Background: an optimization exercise with open tools, aiming at small area and a short achievable clock period. Do not read the settings as production practice.
Function was checked by simulation only, so behaviour that the tests miss may differ from the original.
No driver is modelled on the clock port, so clocking that relies on it looks cheaper here than on a real chip.
No activity file was given, so power comes from the tool's default toggle rates.

==> flow/design.v (outline; a module is shown in full before it is edited, if it fits) <==
// module mips_cpu: 2655 lines
module mips_cpu (
    input  wire        clk,
    input  wire        rst,
    input  wire [31:0] mem_rdata,
    output wire [31:0] mem_addr,
    output wire [31:0] mem_wdata,
    output wire        mem_wr
);
  // ...
==> flow/flow/run.sh <==
#!/bin/bash
# Own layout flow: the standard flow (standard.sh) run in three parts, with
# these changes (the design, the SDC and the clock period are the standard flow's own):
#  - the port buffers that global placement inserts are sky130_fd_sc_hd__buf_4
#    instead of the default cell (a slow clock-delay buffer); every input and
#    output port still gets its own buffer;
#  - clock tree synthesis runs without dummy load cells and with larger sink
#    clusters (fewer clock buffers); the clock port drives only the root buffer;
#  - after placement, the flip-flops that drive output port buffers are given
#    a stronger drive (dfxtp_1 -> dfxtp_4, same cell type) and re-legalized;
#  - after clock tree synthesis, repair_timing is run with a setup margin, so
#    the resizer sizes up the gates of the longest paths.
# Each tool's full output goes to its own log file in this folder.
set -euo pipefail
export BUFFER_PORTS_ARGS="-buffer_cell sky130_fd_sc_hd__buf_4"
export CTS_ARGS="-sink_clustering_enable -repair_clock_nets -dont_use_dummy_load -sink_clustering_size 24 -sink_clustering_max_diameter 80"
R=orfs/results/sky130hd/mips_cpu/base
bash standard.sh place > standard_place.log 2>&1
ODB_IN=$R/3_place.odb ODB_OUT=$R/3_place.odb openroad -exit flow/upsize.tcl > upsize.log 2>&1
bash standard.sh cts > standard_cts.log 2>&1
ODB_IN=$R/4_cts.odb SDC_IN=$R/4_cts.sdc ODB_OUT=$R/4_cts.odb MARGIN=16.0 openroad -exit flow/repair.tcl > repair.log 2>&1
bash standard.sh > standard_finish.log 2>&1
==> flow/flow/repair.tcl <==
# repair_timing with a setup margin on the clock-tree-synthesized design, under
# the design's own SDC; then re-legalize the placement.
read_liberty $::env(FLOW_HOME)/platforms/sky130hd/lib/sky130_fd_sc_hd__tt_025C_1v80.lib
read_db $::env(ODB_IN)
read_sdc $::env(SDC_IN)
set_propagated_clock [all_clocks]
source $::env(FLOW_HOME)/platforms/sky130hd/setRC.tcl
set_dont_use [get_lib_cells {sky130_fd_sc_hd__probe_p_8 sky130_fd_sc_hd__probec_p_8 sky130_fd_sc_hd__lpflow_*}]
estimate_parasitics -placement
report_worst_slack -max
report_design_area
repair_timing -setup -setup_margin $::env(MARGIN) -repair_tns 100 -verbose
detailed_placement
check_placement
estimate_parasitics -placement
report_worst_slack -max
report_worst_slack -min
report_design_area
write_db $::env(ODB_OUT)
==> flow/flow/upsize.tcl <==
# Upsize the flip-flops that drive the output ports' buffers (drive strength
# only; the cell type stays the same), then re-legalize the placement.
read_db $::env(ODB_IN)
set db [ord::get_db]
set block [ord::get_db_block]
set n 0
foreach bterm [$block getBTerms] {
  if {[$bterm getIoType] != "OUTPUT"} { continue }
  set net [$bterm getNet]
  set buf ""
  foreach it [$net getITerms] { if {[$it isOutputSignal]} { set buf [$it getInst] } }
  if {$buf == ""} { continue }
  set n2 ""
  foreach it [$buf getITerms] { if {[$it isInputSignal] && [$it getNet] != "NULL"} { set n2 [$it getNet] } }
  if {$n2 == ""} { continue }
  foreach it [$n2 getITerms] {
    if {[$it isOutputSignal]} {
      set ff [$it getInst]
      set m [[$ff getMaster] getName]
      if {[regexp {^(sky130_fd_sc_hd__dfxtp)_1$} $m -> base]} {
        $ff swapMaster [$db findMaster ${base}_4]
        incr n
      }
    }
  }
}
puts "upsized $n output flip-flops"
detailed_placement
check_placement
write_db $::env(ODB_OUT)
==> flow/standard.sh <==
#!/bin/bash
# synth_recipe.tcl (not shown) runs the flow's synth.tcl, then flattens the netlist and writes it again
# the make line also repeats each setting of config.mk as NAME=value (left out here)
make -C /OpenROAD-flow-scripts/flow DESIGN_CONFIG=/design/flow/config.mk WORK_HOME=/design/flow/orfs CLKGATE_MAP_FILE= SYNTH_SCRIPT=/design/flow/synth_recipe.tcl "${@:-finish}"
==> flow/config.mk <==
export PLATFORM = sky130hd
export DESIGN_NAME = mips_cpu
export DESIGN_NICKNAME = mips_cpu
export VERILOG_FILES = /design/flow/design.v
export SDC_FILE = /design/flow/constraint.sdc
export NUM_CORES = 4
export LEC_CHECK = 0
export ABC_AREA = 0
export CAP_MARGIN = 20
export CORE_MARGIN = 2
export CORE_UTILIZATION = 55
export SLEW_MARGIN = 20
==> flow/constraint.sdc <==
create_clock -name core_clock -period 21.0 [get_ports {clk}]
set_input_delay 4.2000 -clock core_clock [delete_from_list [all_inputs] [get_ports {clk}]]
set_output_delay 4.2000 -clock core_clock [all_outputs]
set_load 0.01 [all_outputs]
==> run_results.csv, run 1 <==
group,metric,value,unit
global_route,use_met1,0.583,
power,maxPowerGroup,"registers",
synth,synthCells,5107,
routing,dr.max_layer_used,"met5",
synth,synth.most_common_cell,"edfxtp_1",
setup_path,worstSetupStartpoint,"addr_q[23]",
clock_tree,cts_setup_buffers,0,
timing,slew_headroom,0.204,
global_route,grt_util_met2,0.654,
timing,hold_ws,0.520,ns
clock_tree,clkTransAtPathRegs,0.09,ns
worst_hold_path,holdPathEnd,"lo[2]",
floorplan,dieArea,119000,µm²
cells_and_area,n_all_buffers,263,
power,combPwrFrac,0.359,
power,power_switching,3170,µW
routing,drcViolationCount,0,
outcome,run_status,"finished clean",
cells_and_area,area_dominant_class,"registers",
setup_path,regToRegStartpoint,"rb[2]",
setup_path,critPathTopFamily,"flip-flops",
timing,skew,0.0952,ns
setup_path,worst_setup_path_start_kind,"register",
timing,setup_slack,15.57,ns
synth,synthAdderAreaFrac,0.0127,
cells_and_area,multi_input_area,23200,µm²
global_route,grt_pass1_vias,46400,
synth,synth_area_leaders,"edfxtp_1, dfxtp_1, a221oi_1",
cells_and_area,drive_gt1_frac,0.128,
synth,synth_area_leader_cell,"edfxtp_1",
setup_path,cp_slowest_stage_delay,0.42,ns
timing,slew_viol_final,0,
synth,synth_compound_area_frac,0.195,
setup_path,cp.required,16.80,ns
floorplan,well_tap_count,1512,
global_route,antenna_found_initial,9,
clock_tree,cts_buffers,76,
global_route,grt_max_degree,68,
worst_hold_path,hp-class,"reg -> reg",
floorplan,io_pins,99,
timing,hold_viol_final,0,
clock_tree,cts_tree,"built",
setup_path,critical_path_cell_count,1,
timing,tightest_slew,1.18,ns
==> run 2: changes to the inputs <==
--- a/flow/design.v
+++ b/flow/design.v
@@ -9,17 +9,17 @@
 localparam PS_ALU = 3'd0, PS_ALUOUT = 3'd1, PS_MDRB = 3'd2, PS_JUMP = 3'd3, PS_A = 3'd4;
 localparam XS_PC = 2'd0, XS_A = 2'd1, XS_MDR = 2'd2, XS_ZERO = 2'd3;
 localparam YS_B = 2'd0, YS_4 = 2'd1, YS_SE = 2'd2, YS_SL2 = 2'd3;
 localparam OP_ADD = 3'd0, OP_SUB = 3'd1, OP_AND = 3'd2, OP_PASS = 3'd3, OP_LT = 3'd4, OP_SH = 3'd5, OP_LD = 3'd6;
 localparam PM_NONE = 3'd0, PM_EQ = 3'd1, PM_NE = 3'd2, PM_LE = 3'd3, PM_GT = 3'd4, PM_LT = 3'd5;
 localparam WA_RT = 2'd0, WA_RD = 2'd1, WA_31 = 2'd2, WA_RS = 2'd3;
 localparam WS_ALUOUT = 3'd0, WS_LS = 3'd1, WS_HI = 3'd2, WS_LO = 3'd3, WS_LT = 3'd4,
            WS_SH = 3'd5, WS_A = 3'd6, WS_B = 3'd7;
-localparam AM_PC = 3'd0, AM_HOLD = 3'd1, AM_A = 3'd2, AM_ZERO = 3'd3, AM_ALUOUT = 3'd4,
+localparam AM_PC = 3'd0, AM_A = 3'd2, AM_ZERO = 3'd3, AM_ALUOUT = 3'd4,
            AM_E253 = 3'd5, AM_E254 = 3'd6, AM_E255 = 3'd7;
 localparam S_DECODE1 = 7'd4, S_ESPERADEC = 7'd5, S_DECODE2 = 7'd6, S_INSTR = 7'd7,
            S_MULT2 = 7'd95, S_DIV2 = 7'd99, S_DIV3 = 7'd100;
 reg  [6:0]  st, st_d;
 reg  [5:0]  cnt, cnt_d;
 reg         reset;
 reg         memwr, memwr_d;
 reg  [1:0]  ss_d;
@@ -1552,227 +1552,227 @@
       pcsrc_d = PS_ALU;
       aluoutwe_d = 0;
       xsel_d = XS_A;
       ysel_d = YS_SE;
       aop_d = OP_ADD;
       rfwe_d = 0;
       rfwa_d = WA_RT;
       ls_d = 0;
-      am_d = AM_HOLD;
+      am_d = AM_ALUOUT;
     end
     7'd60: begin  
       st_d = 7'd0;
       memwr_d = 0;
       ss_d = 0;
       pcwe_d = 0;
       pcsrc_d = PS_ALU;
       aluoutwe_d = 0;
       xsel_d = XS_A;
       ysel_d = YS_SE;
       aop_d = OP_ADD;
-      rfwe_d = 0;
+      rfwe_d = 1;
       rfwa_d = WA_RT;
       ls_d = 0;
-      am_d = AM_HOLD;
+      am_d = AM_ALUOUT;
     end
     7'd61: begin  
       st_d = 7'd62;
       memwr_d = 0;
       ss_d = 0;
       pcwe_d = 0;
       pcsrc_d = PS_ALU;
-      aluoutwe_d = 1;
+      aluoutwe_d = 0;
       xsel_d = XS_A;
       ysel_d = YS_SE;
-      aop_d = OP_LD;
+      aop_d = OP_ADD;
       rfwe_d = 0;
       rfwa_d = WA_RT;
       ls_d = 0;
-      am_d = AM_HOLD;
+      am_d = AM_ALUOUT;
     end
     7'd62: begin  
       st_d = 7'd63;
       memwr_d = 0;
       ss_d = 0;
       pcwe_d = 0;
       pcsrc_d = PS_ALU;
       aluoutwe_d = 0;
       xsel_d = XS_A;
       ysel_d = YS_SE;
       aop_d = OP_ADD;
-      rfwe_d = 1;
+      rfwe_d = 0;
       rfwa_d = WA_RT;
       ls_d = 0;
-      am_d = AM_HOLD;
+      am_d = AM_ALUOUT;
     end
     7'd63: begin  
       st_d = 7'd60;
       memwr_d = 0;
       ss_d = 0;
       pcwe_d = 0;
       pcsrc_d = PS_ALU;
-      aluoutwe_d = 0;
+      aluoutwe_d = 1;
       xsel_d = XS_A;
       ysel_d = YS_SE;
-      aop_d = OP_ADD;
+      aop_d = OP_LD;
       rfwe_d = 0;
       rfwa_d = WA_RT;
       ls_d = 0;
-      am_d = AM_HOLD;
+      am_d = AM_ALUOUT;
     end
     7'd64: begin  
       st_d = 7'd66;
       memwr_d = 0;
       ss_d = 0;
       pcwe_d = 0;
       pcsrc_d = PS_ALU;
       aluoutwe_d = 0;
       xsel_d = XS_A;
       ysel_d = YS_SE;
       aop_d = OP_ADD;
       rfwe_d = 0;
       rfwa_d = WA_RT;
       ls_d = 0;
-      am_d = AM_HOLD;
+      am_d = AM_ALUOUT;
     end
     7'd65: begin  
       st_d = 7'd0;
       memwr_d = 0;
       ss_d = 0;
       pcwe_d = 0;
       pcsrc_d = PS_ALU;
       aluoutwe_d = 0;
       xsel_d = XS_A;
       ysel_d = YS_SE;
       aop_d = OP_ADD;
-      rfwe_d = 0;
+      rfwe_d = 1;
       rfwa_d = WA_RT;
       ls_d = 0;
-      am_d = AM_HOLD;
+      am_d = AM_ALUOUT;
     end
     7'd66: begin  
       st_d = 7'd67;
       memwr_d = 0;
       ss_d = 0;
       pcwe_d = 0;
       pcsrc_d = PS_ALU;
-      aluoutwe_d = 1;
+      aluoutwe_d = 0;
       xsel_d = XS_A;
       ysel_d = YS_SE;
-      aop_d = OP_LD;
+      aop_d = OP_ADD;
       rfwe_d = 0;
       rfwa_d = WA_RT;
-      ls_d = 1;
-      am_d = AM_HOLD;
+      ls_d = 0;
+      am_d = AM_ALUOUT;
     end
     7'd67: begin  
       st_d = 7'd68;
       memwr_d = 0;
       ss_d = 0;
       pcwe_d = 0;
       pcsrc_d = PS_ALU;
       aluoutwe_d = 0;
       xsel_d = XS_A;
       ysel_d = YS_SE;
       aop_d = OP_ADD;
-      rfwe_d = 1;
+      rfwe_d = 0;
       rfwa_d = WA_RT;
       ls_d = 0;
-      am_d = AM_HOLD;
+      am_d = AM_ALUOUT;
     end
     7'd68: begin  
       st_d = 7'd65;
       memwr_d = 0;
       ss_d = 0;
       pcwe_d = 0;
       pcsrc_d = PS_ALU;
-      aluoutwe_d = 0;
+      aluoutwe_d = 1;
       xsel_d = XS_A;
       ysel_d = YS_SE;
-      aop_d = OP_ADD;
+      aop_d = OP_LD;
       rfwe_d = 0;
       rfwa_d = WA_RT;
-      ls_d = 0;
-      am_d = AM_HOLD;
+      ls_d = 1;
+      am_d = AM_ALUOUT;
     end
     7'd69: begin  
       st_d = 7'd71;
       memwr_d = 0;
       ss_d = 0;
       pcwe_d = 0;
       pcsrc_d = PS_ALU;
       aluoutwe_d = 0;
       xsel_d = XS_A;
       ysel_d = YS_SE;
       aop_d = OP_ADD;
       rfwe_d = 0;
       rfwa_d = WA_RT;
       ls_d = 0;
-      am_d = AM_HOLD;
+      am_d = AM_ALUOUT;
     end
     7'd70: begin  
       st_d = 7'd0;
       memwr_d = 0;
       ss_d = 0;
       pcwe_d = 0;
       pcsrc_d = PS_ALU;
       aluoutwe_d = 0;
       xsel_d = XS_A;
       ysel_d = YS_SE;
       aop_d = OP_ADD;
-      rfwe_d = 0;
+      rfwe_d = 1;
       rfwa_d = WA_RT;
       ls_d = 0;
-      am_d = AM_HOLD;
+      am_d = AM_ALUOUT;
     end
     7'd71: begin  
       st_d = 7'd72;
       memwr_d = 0;
       ss_d = 0;
       pcwe_d = 0;
       pcsrc_d = PS_ALU;
-      aluoutwe_d = 1;
+      aluoutwe_d = 0;
       xsel_d = XS_A;
       ysel_d = YS_SE;
-      aop_d = OP_LD;
+      aop_d = OP_ADD;
       rfwe_d = 0;
       rfwa_d = WA_RT;
-      ls_d = 2;
-      am_d = AM_HOLD;
+      ls_d = 0;
+      am_d = AM_ALUOUT;
     end
     7'd72: begin  
       st_d = 7'd73;
       memwr_d = 0;
       ss_d = 0;
       pcwe_d = 0;
       pcsrc_d = PS_ALU;
       aluoutwe_d = 0;
       xsel_d = XS_A;
       ysel_d = YS_SE;
       aop_d = OP_ADD;
-      rfwe_d = 1;
+      rfwe_d = 0;
       rfwa_d = WA_RT;
       ls_d = 0;
-      am_d = AM_HOLD;
+      am_d = AM_ALUOUT;
     end
     7'd73: begin  
       st_d = 7'd70;
       memwr_d = 0;
       ss_d = 0;
       pcwe_d = 0;
       pcsrc_d = PS_ALU;
-      aluoutwe_d = 0;
+      aluoutwe_d = 1;
       xsel_d = XS_A;
       ysel_d = YS_SE;
-      aop_d = OP_ADD;
+      aop_d = OP_LD;
       rfwe_d = 0;
       rfwa_d = WA_RT;
-      ls_d = 0;
-      am_d = AM_HOLD;
+      ls_d = 2;
+      am_d = AM_ALUOUT;
     end
     7'd74: begin  
       st_d = 7'd76;
       memwr_d = 0;
       ss_d = 0;
       pcwe_d = 0;
       pcsrc_d = PS_ALU;
       aluoutwe_d = 0;
@@ -2400,31 +2400,31 @@
     7'd51: am_n = AM_PC;  
     7'd52: am_n = AM_PC;  
     7'd53: am_n = AM_PC;  
     7'd54: am_n = AM_E254;  
     7'd55: am_n = AM_ALUOUT;  
     7'd56: am_n = AM_ALUOUT;  
     7'd57: am_n = AM_ALUOUT;  
     7'd58: am_n = AM_ALUOUT;  
-    7'd59: am_n = AM_HOLD;  
-    7'd60: am_n = AM_HOLD;  
-    7'd61: am_n = AM_HOLD;  
-    7'd62: am_n = AM_HOLD;  
-    7'd63: am_n = AM_HOLD;  
-    7'd64: am_n = AM_HOLD;  
-    7'd65: am_n = AM_HOLD;  
-    7'd66: am_n = AM_HOLD;  
-    7'd67: am_n = AM_HOLD;  
-    7'd68: am_n = AM_HOLD;  
-    7'd69: am_n = AM_HOLD;  
-    7'd70: am_n = AM_HOLD;  
-    7'd71: am_n = AM_HOLD;  
-    7'd72: am_n = AM_HOLD;  
-    7'd73: am_n = AM_HOLD;  
+    7'd59: am_n = AM_ALUOUT;  
+    7'd60: am_n = AM_ALUOUT;  
+    7'd61: am_n = AM_ALUOUT;  
+    7'd62: am_n = AM_ALUOUT;  
+    7'd63: am_n = AM_ALUOUT;  
+    7'd64: am_n = AM_ALUOUT;  
+    7'd65: am_n = AM_ALUOUT;  
+    7'd66: am_n = AM_ALUOUT;  
+    7'd67: am_n = AM_ALUOUT;  
+    7'd68: am_n = AM_ALUOUT;  
+    7'd69: am_n = AM_ALUOUT;  
+    7'd70: am_n = AM_ALUOUT;  
+    7'd71: am_n = AM_ALUOUT;  
+    7'd72: am_n = AM_ALUOUT;  
+    7'd73: am_n = AM_ALUOUT;  
     7'd74: am_n = AM_ALUOUT;  
     7'd75: am_n = AM_ALUOUT;  
     7'd76: am_n = AM_ALUOUT;  
     7'd77: am_n = AM_ALUOUT;  
     7'd78: am_n = AM_ALUOUT;  
     7'd79: am_n = AM_ALUOUT;  
     7'd80: am_n = AM_ALUOUT;  
     7'd81: am_n = AM_ALUOUT;  
@@ -2524,17 +2524,16 @@
 always @(posedge clk) pc <= pc_d;
 wire [31:0] aluout_d = aluoutwe ? alu : aluout;
 always @(posedge clk) aluout <= aluout_d;
 always @(posedge clk) ovf_q <= f_ovf;
 reg [31:0] addr_d;
 always @(*) begin
     case (am_r)
         AM_PC:     addr_d = pc_d;
-        AM_HOLD:   addr_d = addr_q;
         AM_A:      addr_d = ra;
         AM_ZERO:   addr_d = 32'd0;
         AM_ALUOUT: addr_d = aluout;
         AM_E253:   addr_d = 32'd253;
         AM_E254:   addr_d = 32'd254;
         default:   addr_d = 32'd255;
     endcase
     if (reset) addr_d = 32'd0;
==> run 2 against run 1 <==
Against the previous run: still clean; register-to-register slack got worse by 0.15 ns; routed wire length fell by 2.2%; clock-buffer cell count down 1; critical path depth unchanged; first-iteration DRC count is 1.9% lower; clock skew down 0.015 ns; global-route usage shrank 0.71 points; synthesized cell count down 0.59%; largest cell class unchanged; highest routed layer unchanged.
==> run_results.csv, run 2 <==
group,metric,value,unit
power,power.density,104,nW/µm²
global_route,grt_pass1_vias,45300,
timing,rsz0062_at_grt,"no",
synth,synth_area_leader_cell,"edfxtp_1",
clock_tree,cts_setup_buffers,0,
cells_and_area,drive_gt1_frac,0.122,
power,p_leak,0.0237,µW
cells_and_area,nNetsFinal,5120,
cells_and_area,layout_common_cells,"edfxtp_1, nor2_1, nand2_1, a21oi_1, a22oi_1",
setup_path,reg2regPathDepth,16,
placement,numPortBuffers,98,
clock_tree,ctsHoldBuffers,0,
clock_tree,cts_buffer_depth,3,
synth,synthesis.area,63500,µm²
placement,dpl.hpwl,159000,µm
setup_path,worst_setup_path_start_kind,"register",
synth,synthDistinctLibCells,94,
routing,drt_iter0_drc,8695,
clock_tree,htreeDepth,3,
global_route,grt_first_pass_wirelength,355000,µm
routing,routedWlPerCell,39.5,µm
routing,drt-vias-per-instance,7.60,
setup_path,regToRegStartpoint,"y_a",
routing,vias,49700,
setup_path,reg2reg_slack,15.68,ns
setup_path,path_cells,"buf_6",
clock_tree,cts_tree,"built",
synth,synth.most_common_cell,"edfxtp_1",
synth,synth.top_cell.area_share,0.547,
setup_path,worstReg2RegEnd,"hi[12]",
timing,slew_headroom,0.211,
synth,yosys-top-cells-count,"edfxtp_1, nor2_1, clkbuf_1",
setup_path,worstPathMaxFanout,1,
timing,layout_worst_path_cycle_share,0.255,
routing,drcViolationCount,0,
setup_path,path_buf_inv,1,
routing,firstDrtPassIters,9,
timing,finalSetupViolCount,0,
global_route,overflow,0,
setup_path,end_kind,"output port",
clock_tree,clk_latency,0.71,ns
clock_tree,cts_buffers,75,
timing,slew_viol_final,0,
setup_path,timing_worst_setup_path_type,"reg -> out",
timing,tightest_slew,1.18,ns
outcome,run_status,"finished clean",
synth,yosys_warnings,2,
synth,async_flop_share,0,
cells_and_area,top_register,"rf",
timing,max_freq,0.186,GHz
global_route,antenna_found_initial,13,
timing,fin_setup_tns,0,ns
clock_tree,cts.sinks,1409,
power,power,7200,µW
run,cap_violations,0,
routing,drt_wl_total,258000,µm
floorplan,io_pins,99,
synth,synth_area_leaders,"edfxtp_1, dfxtp_1, a221oi_1",
synth,synth_nets,5176,
setup_path,critPathTopFamily,"flip-flops",
floorplan,start_util,0.555,
cells_and_area,syn2layout_area_growth,8.61,%
clock_tree,cts_resized,0,
floorplan,dieArea,118000,µm²
worst_hold_path,hp-class,"reg -> reg",
global_route,track_usage,0.429,
synth,synthCells,5077,
setup_path,cp_slowest_cell,"dfxtp_4",
worst_hold_path,holdCritStartpoint,"lo[4]",
setup_path,cp.required,16.80,ns
synth,yosys_register_bits,1409,
worst_hold_path,holdPathStages,2,
synth,synth-edff-count,1157,
clock_tree,clockRootBuffer,"clkbuf_16",
synth,synth_area_per_cell,12.5,µm²
cells_and_area,mostFrequentLayoutCell,"edfxtp_1",
synth,synth_seq_area_share,0.626,
floorplan,die_h,344,µm
timing,skew,0.0806,ns
setup_path,cp_slowest_stage_delay,0.35,ns
synth,synthFlopType,"edfxtp_1",
clock_tree,clkTransAtPathRegs,0.09,ns
global_route,grt_max_degree,66,
cells_and_area,largest_register_ffs,1024,
setup_path,worstPathArrival,1.16,ns
power,ir_drop,0.0896,mV
floorplan,die_x,344,µm
placement,gp_congestion,1.01,
routing,drtAntennaViolNets,0,
timing,hold_viol_final,0,
floorplan,fp-row-count,124,
timing,finalCriticalPeriod,5.36,ns
worst_hold_path,holdPathEnd,"lo[4]",
floorplan,core_area,115000,µm²
==> run 2: cell families after synthesis <==
| logic type | synth area share |
|---|---|
| AO/OA/AOI/OAI | 0.192 |
| XOR/XNOR | 0.0101 |
| adder cells (fa/ha/maj) | 0.0128 |
| buffers and inverters | 0.0266 |
| flip-flops | 0.626 |
| multiplexers | 0.0433 |
| AND/OR/NAND/NOR | 0.0888 |
==> run 2: layer usage <==
layer,wire (µm),vias up,track usage
li1,-,20200,-
met1,93400,24600,0.590
met2,111000,4150,0.636
met3,36300,802,0.101
met4,16900,6,0.230
met5,35,-,0
==> run 2: how the worst max path moves through the flow <==
stage                  startpoint  cells after the start            to
floorplan           mem_rdata[30]                      3    aluout[30]
global placement            ir[1]                     16        hi[12]
detailed placement          ir[1]                     16        hi[12]
CTS                         ir[1]                     16        hi[12]
global route           addr_q[23]                      1  mem_addr[23]
finish                 addr_q[26]                      1  mem_addr[26]
==> run 2: power breakdown <==
part	switching (µW)	internal, µW	total, µW	leakage [µW]
Sequential	176	3370	3540	0.0137
Clock	868	638	1510	0.000924
Combinational	1440	711	2150	0.00910
==> run 2: final cells by class <==
class	instances	area (µm²)
Fill cell	9092	45500
Sequential cell	1409	40000
Multi-Input combinational cell	3235	22800
Timing Repair Buffer	252	2150
Tap cell	1512	1890
Clock buffer	75	1880
Inverter	48	181
Antenna cell	6	15.0
==> run 2: stage by stage <==
step	hold WS [ns]	utilization	setup WS, ns	area (µm²)	instances
2_1_floorplan	0.388	-	16.03	63500	5077
3_3_place_gp	0.477	0.580	15.47	66500	6453
3_5_place_dp	0.481	0.580	15.47	66500	6453
4_1_cts	0.493	0.599	15.47	68600	6528
5_1_grt	0.526	0.602	15.61	69000	6531
6_report	0.499	0.603	15.64	69000	6537
==> run 3: changes to the inputs <==
--- a/flow/flow/run.sh
+++ b/flow/flow/run.sh
@@ -19,4 +19,4 @@
 ODB_IN=$R/3_place.odb ODB_OUT=$R/3_place.odb openroad -exit flow/upsize.tcl > upsize.log 2>&1
 bash standard.sh cts > standard_cts.log 2>&1
-ODB_IN=$R/4_cts.odb SDC_IN=$R/4_cts.sdc ODB_OUT=$R/4_cts.odb MARGIN=16.0 openroad -exit flow/repair.tcl > repair.log 2>&1
+ODB_IN=$R/4_cts.odb SDC_IN=$R/4_cts.sdc ODB_OUT=$R/4_cts.odb MARGIN=16.3 openroad -exit flow/repair.tcl > repair.log 2>&1
 bash standard.sh > standard_finish.log 2>&1
==> run 3 against run 2 <==
Against the previous run: die area did not move; highest routed layer unchanged; largest cell class unchanged; core utilization is 0.052 points higher; combinational power hardly changed; setup slack better by 0.0020 ns; cell count barely moved; sequential share of layout area about the same; routed wire length hardly changed; clock power about the same; clock-buffer cell count unchanged.
==> run_results.csv, run 3 <==
group,metric,value,unit
placement,numPortBuffers,98,
global_route,grt_first_pass_wirelength,355000,µm
clock_tree,clk_latency,0.71,ns
power,power,7190,µW
global_route,overflow,0,
synth,synth_area_leader_cell,"edfxtp_1",
clock_tree,cts_buffer_depth,3,
floorplan,die_h,344,µm
timing,slew_viol_final,0,
power,power.density,104,nW/µm²
routing,drt-vias-per-instance,7.60,
synth,synth_compound_area_frac,0.192,
synth,synthAdderAreaFrac,0.0128,
cells_and_area,nNetsFinal,5121,
floorplan,core_area,115000,µm²
setup_path,cp_slowest_stage_delay,0.35,ns
cells_and_area,syn2layout_area_growth,8.71,%
cells_and_area,mostFrequentLayoutCell,"edfxtp_1",
global_route,track_usage,0.429,
timing,layout_worst_path_cycle_share,0.255,
routing,vias,49700,
synth,async_flop_share,0,
cells_and_area,largest_register_ffs,1024,
timing,fin_setup_tns,0,ns
synth,synth_seq_area_share,0.626,
clock_tree,htreeDepth,3,
synth,synthFlopType,"edfxtp_1",
synth,synth.most_common_cell,"edfxtp_1",
floorplan,fp-row-count,124,
setup_path,worstPathArrival,1.16,ns
placement,dpl.hpwl,159000,µm
synth,yosys-top-cells-count,"edfxtp_1, nor2_1, clkbuf_1",
setup_path,timing_worst_setup_path_type,"reg -> out",
global_route,grt_max_degree,66,
timing,slew_headroom,0.221,
routing,drt_wl_total,258000,µm
synth,synth_xor_xnor_area_share,0.0101,
floorplan,start_util,0.555,
clock_tree,cts_buffers,75,
global_route,grt_pass1_vias,45300,
clock_tree,cts_tree,"built",
placement,numPlacedInstances,6453,
run,cap_violations,0,
routing,drcViolationCount,0,
outcome,run_status,"finished clean",
clock_tree,cts_resized,0,
synth,synth_nets,5176,
synth,muxShareOfSynthArea,0.0433,
synth,synth-edff-count,1157,
synth,synth_area_per_cell,12.5,µm²
synth,synthCells,5077,
synth,synthDistinctLibCells,94,
setup_path,worstPathMaxFanout,1,
setup_path,critPathTopFamily,"flip-flops",
setup_path,regToRegStartpoint,"y_a",
timing,finalSetupViolCount,0,
setup_path,path_buf_inv,1,
timing,hold_viol_final,0,
floorplan,dieArea,118000,µm²
cells_and_area,final_cells,6543,
power,p_leak,0.0238,µW
setup_path,worstSetupStartpoint,"addr_q[23]",
synth,synth_area_leaders,"edfxtp_1, dfxtp_1, a221oi_1",
clock_tree,clockRootBuffer,"clkbuf_16",
clock_tree,cts_setup_buffers,0,
cells_and_area,drive_gt1_frac,0.124,
power,ir_drop,0.0906,mV
floorplan,io_pins,99,
synth,yosys_warnings,2,
routing,firstDrtPassIters,11,
setup_path,cp_slowest_cell,"dfxtp_4",
worst_hold_path,holdCritStartpoint,"lo[6]",
setup_path,cp.required,16.80,ns
setup_path,end_kind,"output port",
cells_and_area,top_register,"rf",
clock_tree,cts.sinks,1409,
synth,synth_top_family_by_area,"compound AO/OA/AOI/OAI gates",
synth,yosys_register_bits,1409,
synth,synthesis.area,63500,µm²
clock_tree,ctsHoldBuffers,0,
synth,synth.top_cell.area_share,0.547,
timing,skew,0.0816,ns
floorplan,die_x,344,µm
routing,drtAntennaViolNets,0,
timing,max_freq,0.187,GHz
clock_tree,clkTransAtPathRegs,0.09,ns
cells_and_area,layout_common_cells,"edfxtp_1, nor2_1, nand2_1, a21oi_1, a22oi_1",
worst_hold_path,hp-class,"reg -> reg",
timing,rsz0062_at_grt,"no",
synth,synthSimpleGateAreaFrac,0.0888,
timing,tightest_slew,1.14,ns
setup_path,worst_setup_path_start_kind,"register",
setup_path,path_cells,"buf_6",
routing,drt_iter0_drc,8590,
global_route,antenna_found_initial,15,
placement,gp_congestion,1.01,
timing,finalCriticalPeriod,5.36,ns
routing,routedWlPerCell,39.4,µm
-- run 3: cell counts after synthesis --
Identical to the previous run, type by type.
-- run 3: path summary, 6_finish.rpt --
kind,to,slack (ns),cells after the start
worst max-delay path,mem_addr[23],15.64,1
worst min register to register,lo[6],0.50,2
worst max register to register,hi[12],15.96,16
worst min-delay path,lo[6],0.50,2
-- run 3: layer usage --
layer / up-vias / track usage / share of wire
met5: - / 0 / 0.00030
met4: 12 / 0.230 / 0.064
met3: 791 / 0.105 / 0.14
met2: 4130 / 0.636 / 0.43
met1: 24600 / 0.587 / 0.36
li1: 20200 / - / -
-- run 3: layout make-up --
cell class	count	area (µm²)
Timing Repair Buffer	253	2180
Antenna cell	11	27.5
Sequential cell	1409	40000
Fill cell	9091	45400
Clock buffer	75	1880
Inverter	48	181
Tap cell	1512	1890
Multi-Input combinational cell	3235	22900
-- run 3: metrics by stage --
step | worst slack [ns] | utilization | area [µm²] | hold slack (ns)
final | 15.64 | 0.603 | 69100 | 0.496
after global routing | 15.61 | 0.603 | 69000 | 0.526
after floorplan | 16.03 | - | 63500 | 0.388
after detailed placement | 15.47 | 0.580 | 66500 | 0.481
after global placement | 15.47 | 0.580 | 66500 | 0.477
after CTS | 15.47 | 0.599 | 68600 | 0.493
-- run 3: power by group --
part | switching, µW | internal (µW)
Sequential | 175 | 3370
Combinational | 1430 | 713
Clock | 866 | 638
Total | 2480 | 4720
-- run 3: cell families after synthesis --
logic type / Yosys count
compound gates: 1674
xor+xnor: 73
fa+ha+maj: 65
buf+inv: 433
flops: 1409
mux: 260
simple gates: 1163
==> run 4: changes to the inputs <==
--- a/flow/flow/run.sh
+++ b/flow/flow/run.sh
@@ -8,5 +8,6 @@
 #    clusters (fewer clock buffers); the clock port drives only the root buffer;
 #  - after placement, the flip-flops that drive output port buffers are given
-#    a stronger drive (dfxtp_1 -> dfxtp_4, same cell type) and re-legalized;
+#    a stronger drive (dfxtp_1 -> dfxtp_4, same cell type), moved next to
+#    their port buffers, and the placement is re-legalized;
 #  - after clock tree synthesis, repair_timing is run with a setup margin, so
 #    the resizer sizes up the gates of the longest paths.
@@ -14,5 +15,5 @@
 set -euo pipefail
 export BUFFER_PORTS_ARGS="-buffer_cell sky130_fd_sc_hd__buf_4"
-export CTS_ARGS="-sink_clustering_enable -repair_clock_nets -dont_use_dummy_load -sink_clustering_size 24 -sink_clustering_max_diameter 80"
+export CTS_ARGS="-sink_clustering_enable -repair_clock_nets -dont_use_dummy_load -sink_clustering_size 26 -sink_clustering_max_diameter 90"
 R=orfs/results/sky130hd/mips_cpu/base
 bash standard.sh place > standard_place.log 2>&1
--- a/flow/flow/upsize.tcl
+++ b/flow/flow/upsize.tcl
@@ -1,4 +1,5 @@
 # Upsize the flip-flops that drive the output ports' buffers (drive strength
-# only; the cell type stays the same), then re-legalize the placement.
+# only), move each next to its port buffer, then re-legalize the placement.
+# (The output flops then sit by their pins: a short wire from each to its buffer.)
 read_db $::env(ODB_IN)
 set db [ord::get_db]
@@ -22,4 +23,6 @@
         incr n
       }
+      set loc [$buf getLocation]
+      $ff setLocation [lindex $loc 0] [lindex $loc 1]
     }
   }
==> run 4 against run 3 <==
Against the previous run: sequential power barely moved; core utilization fell by 0.12 points; combinational power barely moved; clock power fell by 4%; critical path type unchanged; total power fell by 0.91%; largest cell class unchanged; highest routed layer unchanged.
==> run_results.csv, run 4 <==
group,metric,value,unit
timing,slew_headroom,0.160,
routing,vias,49600,
setup_path,critPathTopFamily,"flip-flops",
cells_and_area,largest_register_ffs,1024,
timing,hold_viol_final,0,
power,p_leak,0.0237,µW
power,power_switching,2470,µW
cells_and_area,top_register,"rf",
synth,synthFlopType,"edfxtp_1",
setup_path,timing_worst_setup_path_type,"reg -> out",
clock_tree,clk_latency,0.68,ns
global_route,overflow,0,
clock_tree,clockRootBuffer,"clkbuf_16",
synth,synth_area_leaders,"edfxtp_1, dfxtp_1, a221oi_1",
clock_tree,htreeDepth,3,
timing,rsz0062_at_grt,"no",
synth,synth_area_per_cell,12.5,µm²
routing,drt-vias-per-instance,7.58,
setup_path,cp.required,16.80,ns
setup_path,critical_path_cell_count,1,
setup_path,path_buf_inv,1,
placement,place_area,66500,µm²
power,combPwrFrac,0.302,
power,power.density,103,nW/µm²
synth,yosys_warnings,2,
clock_tree,cts_setup_buffers,0,
synth,synth_seq_area_share,0.626,
synth,synth_nets,5176,
worst_hold_path,hp-class,"reg -> reg",
clock_tree,cts.sinks,1409,
routing,routedWlPerCell,39.4,µm
setup_path,worstReg2RegEnd,"hi[12]",
floorplan,die_h,344,µm
global_route,track_usage,0.430,
synth,synthesis.area,63500,µm²
clock_tree,clkTransAtPathRegs,0.10,ns
setup_path,worstSetupStartpoint,"addr_q[27]",
setup_path,worstPathArrival,1.15,ns
synth,synth-edff-count,1157,
timing,fin_setup_tns,0,ns
floorplan,die_x,344,µm
synth,synthCells,5077,
power,switching_share,0.346,
synth,synthDistinctLibCells,94,
floorplan,core_area,115000,µm²
setup_path,end_kind,"output port",
synth,synth.top_cell.area_share,0.547,
setup_path,path_cells,"buf_6",
cells_and_area,drive_gt1_frac,0.123,
floorplan,fp-row-count,124,
clock_tree,ctsHoldBuffers,0,
clock_tree,cts_buffers,68,
timing,hold_ws,0.498,ns
setup_path,reg2regPathDepth,16,
run,cap_violations,0,
clock_tree,cts_resized,0,
cells_and_area,layout_common_cells,"edfxtp_1, nor2_1, nand2_1, a21oi_1, a22oi_1",
floorplan,io_pins,99,
synth,yosys_register_bits,1409,
routing,drtAntennaViolNets,0,
placement,numPortBuffers,98,
timing,layout_worst_path_cycle_share,0.255,
cells_and_area,mostFrequentLayoutCell,"edfxtp_1",
power,p_int,4660,µW
routing,firstDrtPassIters,10,
setup_path,worstPathMaxFanout,1,
global_route,grt_max_degree,66,
synth,async_flop_share,0,
timing,max_freq,0.187,GHz
setup_path,reg2reg_slack,15.94,ns
synth,yosys-top-cells-count,"edfxtp_1, nor2_1, clkbuf_1",
routing,drt_iter0_drc,8768,
synth,synth.most_common_cell,"edfxtp_1",
cells_and_area,final_cells,6541,
global_route,grt_first_pass_wirelength,356000,µm
placement,numPlacedInstances,6453,
placement,gp_congestion,1.01,
power,ir_drop,0.0863,mV
routing,drcViolationCount,0,
setup_path,worst_setup_path_start_kind,"register",
cells_and_area,syn2layout_area_growth,8.48,%
timing,slew_viol_final,0,
setup_path,regToRegStartpoint,"y_a",
outcome,run_status,"finished clean",
cells_and_area,final_area,68900,µm²
routing,drt_wl_total,258000,µm
floorplan,start_util,0.555,
setup_path,critPathCapture,"mem_addr[27]",
timing,tightest_slew,1.23,ns
setup_path,cp_slowest_stage_delay,0.35,ns
global_route,antenna_found_initial,16,
clock_tree,cts_tree,"built",
placement,dpl.hpwl,159000,µm
cells_and_area,nNetsFinal,5118,
floorplan,dieArea,118000,µm²
clock_tree,cts_buffer_depth,3,
global_route,grt_pass1_vias,45100,
synth,synth_area_leader_cell,"edfxtp_1",
power,p_seq_frac,0.497,
timing,finalSetupViolCount,0,
timing,skew,0.0910,ns
setup_path,cp_slowest_cell,"dfxtp_4",
power,p_clk_frac,0.201,
timing,finalCriticalPeriod,5.35,ns
## run 4: cell counts after synthesis
Identical to the previous run, type by type.
## run 4: cell families after synthesis
family / after synthesis / synth area share
buffers and inverters: 433 / 0.0266
adder cells (fa/ha/maj): 65 / 0.0128
multiplexers: 260 / 0.0433
AND/OR/NAND/NOR: 1163 / 0.0888
AO/OA/AOI/OAI: 1674 / 0.192
flip-flops: 1409 / 0.626
XOR/XNOR: 73 / 0.0101
## run 4: cell type report
type                    instances  area (µm²)
diodes                         12        30.0
clock buffers                  68        1700
inverters                      48         181
well taps                    1512        1890
multi-input cells            3235       22900
fillers                      9072       45600
repair buffers                257        2210
flip-flops and latches       1409       40000
## run 4: metal layers
metal  track usage  vias up  wire length, µm
li1              -    20100                -
met1         0.588    24600            94000
met2         0.638     4082           112000
met3         0.112      740            36200
met4         0.221       14            15800
met5             0        -               74
## run 4: worst min-delay path by stage
| stage | startpoint | endpoint | slack (ns) | depth (start not counted) |
|---|---|---|---|---|
| detailed placement | lo[6] | lo[6] | 0.48 | 2 |
| finish | lo[18] | lo[18] | 0.50 | 2 |
| floorplan | rb[7] | wd_q[7] | 0.39 | 0 |
| CTS | lo[6] | lo[6] | 0.50 | 2 |
| global route | lo[18] | lo[18] | 0.53 | 2 |
| global placement | lo[4] | lo[4] | 0.48 | 2 |
## run 4: power groups by stage
stage,registers (µW),logic (µW),clock network [µW]
after global placement,3580,2030,0
after CTS,3530,2040,1430
after global routing,3550,2260,1520
after detailed placement,3590,2030,0
after floorplan,3510,1330,0
final,3540,2150,1440
## run 4: stage by stage
stage	utilization	total power, µW	setup slack [ns]
floorplan	-	4840	16.03
global placement	0.580	5610	15.47
detailed placement	0.580	5620	15.47
CTS	0.597	7000	15.47
global route	0.602	7330	15.63
finish	0.602	7130	15.65
==> run 5: changes to the inputs <==
--- a/flow/flow/run.sh
+++ b/flow/flow/run.sh
@@ -20,4 +20,4 @@
 ODB_IN=$R/3_place.odb ODB_OUT=$R/3_place.odb openroad -exit flow/upsize.tcl > upsize.log 2>&1
 bash standard.sh cts > standard_cts.log 2>&1
-ODB_IN=$R/4_cts.odb SDC_IN=$R/4_cts.sdc ODB_OUT=$R/4_cts.odb MARGIN=16.3 openroad -exit flow/repair.tcl > repair.log 2>&1
+ODB_IN=$R/4_cts.odb SDC_IN=$R/4_cts.sdc ODB_OUT=$R/4_cts.odb MARGIN=16.0 openroad -exit flow/repair.tcl > repair.log 2>&1
 bash standard.sh > standard_finish.log 2>&1
==> run 5 against run 4 <==
Against the previous run: still clean; via count down 0.13%; clock-buffer cell count unchanged; die area unchanged; synthesized area unchanged; sequential power about the same; sequential cell count unchanged; core utilization down 0.073 points.
==> run_results.csv, run 5 <==
group,metric,value,unit
outcome,run_status,"finished clean",
cells_and_area,layout_common_cells,"edfxtp_1, nor2_1, nand2_1, a21oi_1, a22oi_1",
global_route,overflow,0,
clock_tree,htreeDepth,3,
floorplan,start_util,0.555,
power,power.density,103,nW/µm²
timing,layout_worst_path_cycle_share,0.255,
synth,yosys_warnings,2,
routing,firstDrtPassIters,12,
routing,drt_wl_total,258000,µm
timing,finalSetupViolCount,0,
setup_path,cp.required,16.80,ns
clock_tree,cts_tree,"built",
timing,max_freq,0.187,GHz
placement,dpl.hpwl,159000,µm
clock_tree,cts.sinks,1409,
routing,drt_iter0_drc,8908,
cells_and_area,nNetsFinal,5115,
routing,vias,49500,
cells_and_area,register_area,40000,µm²
floorplan,dieArea,118000,µm²
cells_and_area,final_cells,6531,
global_route,grt_util_met2,0.637,
cells_and_area,syn2layout_area_growth,8.35,%
setup_path,worst_setup_path_start_kind,"register",
timing,slew_headroom,0.202,
setup_path,path_buf_inv,1,
global_route,grt_first_pass_wirelength,356000,µm
cells_and_area,mostFrequentLayoutCell,"edfxtp_1",
power,p_leak,0.0237,µW
setup_path,worstPathMaxFanout,1,
synth,async_flop_share,0,
timing,finalCriticalPeriod,5.36,ns
synth,synth.top_cell.area_share,0.547,
cells_and_area,largest_register_ffs,1024,
synth,synthesis.area,63500,µm²
routing,drt-vias-per-instance,7.58,
clock_tree,cts_setup_buffers,0,
synth,yosys-top-cells-count,"edfxtp_1, nor2_1, clkbuf_1",
synth,synth.most_common_cell,"edfxtp_1",
worst_hold_path,hp-class,"reg -> reg",
routing,drcViolationCount,0,
global_route,antenna_found_initial,13,
cells_and_area,drive_gt1_frac,0.121,
global_route,track_usage,0.430,
floorplan,core_area,115000,µm²
synth,yosys_register_bits,1409,
global_route,grt_max_degree,66,
global_route,grtUsageMet3,0.105,
clock_tree,cts_buffers,68,
synth,synth_area_leader_cell,"edfxtp_1",
setup_path,cp_slowest_cell,"dfxtp_4",
timing,fin_setup_tns,0,ns
synth,synthFlopType,"edfxtp_1",
setup_path,timing_worst_setup_path_type,"reg -> out",
setup_path,path_cells,"buf_6",
synth,synthCells,5077,
cells_and_area,multi_input_area,22800,µm²
clock_tree,ctsHoldBuffers,0,
clock_tree,clockRootBuffer,"clkbuf_16",
floorplan,fp-row-count,124,
setup_path,cp_slowest_stage_delay,0.35,ns
global_route,use_met1,0.592,
synth,synth_area_per_cell,12.5,µm²
timing,hold_viol_final,0,
synth,synth-edff-count,1157,
routing,routedWlPerCell,39.5,µm
power,ir_drop,0.0869,mV
synth,synth_nets,5176,
synth,synthDistinctLibCells,94,
timing,tightest_slew,1.20,ns
routing,drtAntennaViolNets,0,
timing,skew,0.0895,ns
run,cap_violations,0,
floorplan,die_h,344,µm
floorplan,die_x,344,µm
setup_path,critPathTopFamily,"flip-flops",
timing,rsz0062_at_grt,"no",
timing,slew_viol_final,0,
global_route,top_usage_layer,"met2",
clock_tree,clkTransAtPathRegs,0.10,ns
placement,gp_congestion,1.01,
clock_tree,cts_buffer_depth,3,
setup_path,end_kind,"output port",
placement,numPortBuffers,98,
synth,synth_area_leaders,"edfxtp_1, dfxtp_1, a221oi_1",
clock_tree,clk_latency,0.68,ns
synth,synth_seq_area_share,0.626,
clock_tree,cts_resized,0,
cells_and_area,fill_cells,9073,
placement,numPlacedInstances,6453,
global_route,grt_pass1_vias,45100,
cells_and_area,top_register,"rf",
floorplan,io_pins,99,
setup_path,worstPathArrival,1.16,ns
==> run 5: cell type report <==
type	instances	area share
Inverter	48	0.00264
Multi-Input combinational cell	3235	0.332
Clock buffer	68	0.0247
Tap cell	1512	0.0275
Sequential cell	1409	0.582
Timing Repair Buffer	254	0.0315
Antenna cell	5	0.000182
==> run 5: report_power, final <==
group / internal (µW) / switching (µW) / leakage [µW] / total [µW]
registers: 3370 / 175 / 0.0137 / 3540
logic: 711 / 1430 / 0.00911 / 2140
clock network: 582 / 854 / 0.000838 / 1440
total: 4660 / 2460 / 0.0237 / 7120
==> run 5: logic make-up (layout without fill, tap and decap cells) <==
kind of cell,Yosys count,after routing,synth area share
AO/OA/AOI/OAI,1674,1674,0.192
AND/OR/NAND/NOR,1163,1163,0.0888
flip-flops,1409,1409,0.626
buffers and inverters,433,370,0.0266
multiplexers,260,260,0.0433
other,0,5,0
XOR/XNOR,73,73,0.0101
adder cells (fa/ha/maj),65,65,0.0128
==> run 5: metrics by stage <==
stage	power (µW)	setup WS, ns	util	area [µm²]	hold slack [ns]
final	7120	15.64	0.601	68800	0.501
after global routing	7330	15.61	0.601	68800	0.527
after global placement	5610	15.47	0.580	66500	0.477
after detailed placement	5620	15.47	0.580	66500	0.481
after floorplan	4840	16.03	-	63500	0.388
after CTS	7000	15.47	0.597	68400	0.496
==> run 5: path summary, 6_finish.rpt <==
kind	startpoint	end	slack, ns	cells past startpoint
hold reg to reg	lo[18]	lo[18]	0.50	2
setup / recovery	addr_q[27]	mem_addr[27]	15.64	1
setup reg to reg	y_a	hi[29]	15.71	16
hold / removal	lo[18]	lo[18]	0.50	2
==> run 5: layer usage <==
metal / wire, µm / vias to the layer above
met5: 23 / -
met4: 15900 / 4
met3: 36200 / 707
met2: 111000 / 4035
met1: 94300 / 24600
li1: - / 20100
==> run 5: worst min-delay path: cells and delay by family (launching register included) <==
kind / cells / cell delay [ns]
flip-flops: 1 / 0.35
AND/OR/NAND/NOR: 1 / 0.06
AO/OA/AOI/OAI: 1 / 0.05

[afterwards: timing with drivers on the ports]
The flow's constraints put no driver on any port. The routed layouts listed below were extracted and timed again, unchanged, in two steps.
Step 1 assumes that a clkbuf_16 drives the clock port and a buf_2 every other input.
Step 2 times the ports against the registers' clock, not the clock port: input delays grow and output delays shrink by t, the midpoint of the rising clock arrivals with the driver on.
Slacks: ideal / step 1 / step 2; pairs: ideal / step 1.
| run | shift t [ns] | setup slack, ns | worst setup path after step 2 | latest minus earliest clock arrival (ns) |
|---|---|---|---|---|
| run 1 | 0.742 | 15.566 / 15.485 / 15.647 | input to register | 0.107 / 0.107 |
| run 2 | 0.748 | 15.637 / 15.560 / 15.678 | register to register | 0.083 / 0.083 |
| run 3 | 0.750 | 15.639 / 15.560 / 15.703 | input to register | 0.086 / 0.086 |
| run 4 | 0.720 | 15.646 / 15.569 / 15.736 | input to register | 0.110 / 0.110 |
| run 5 | 0.720 | 15.641 / 15.565 / 15.710 | register to register | 0.108 / 0.108 |
After both steps every run listed still meets setup and hold.
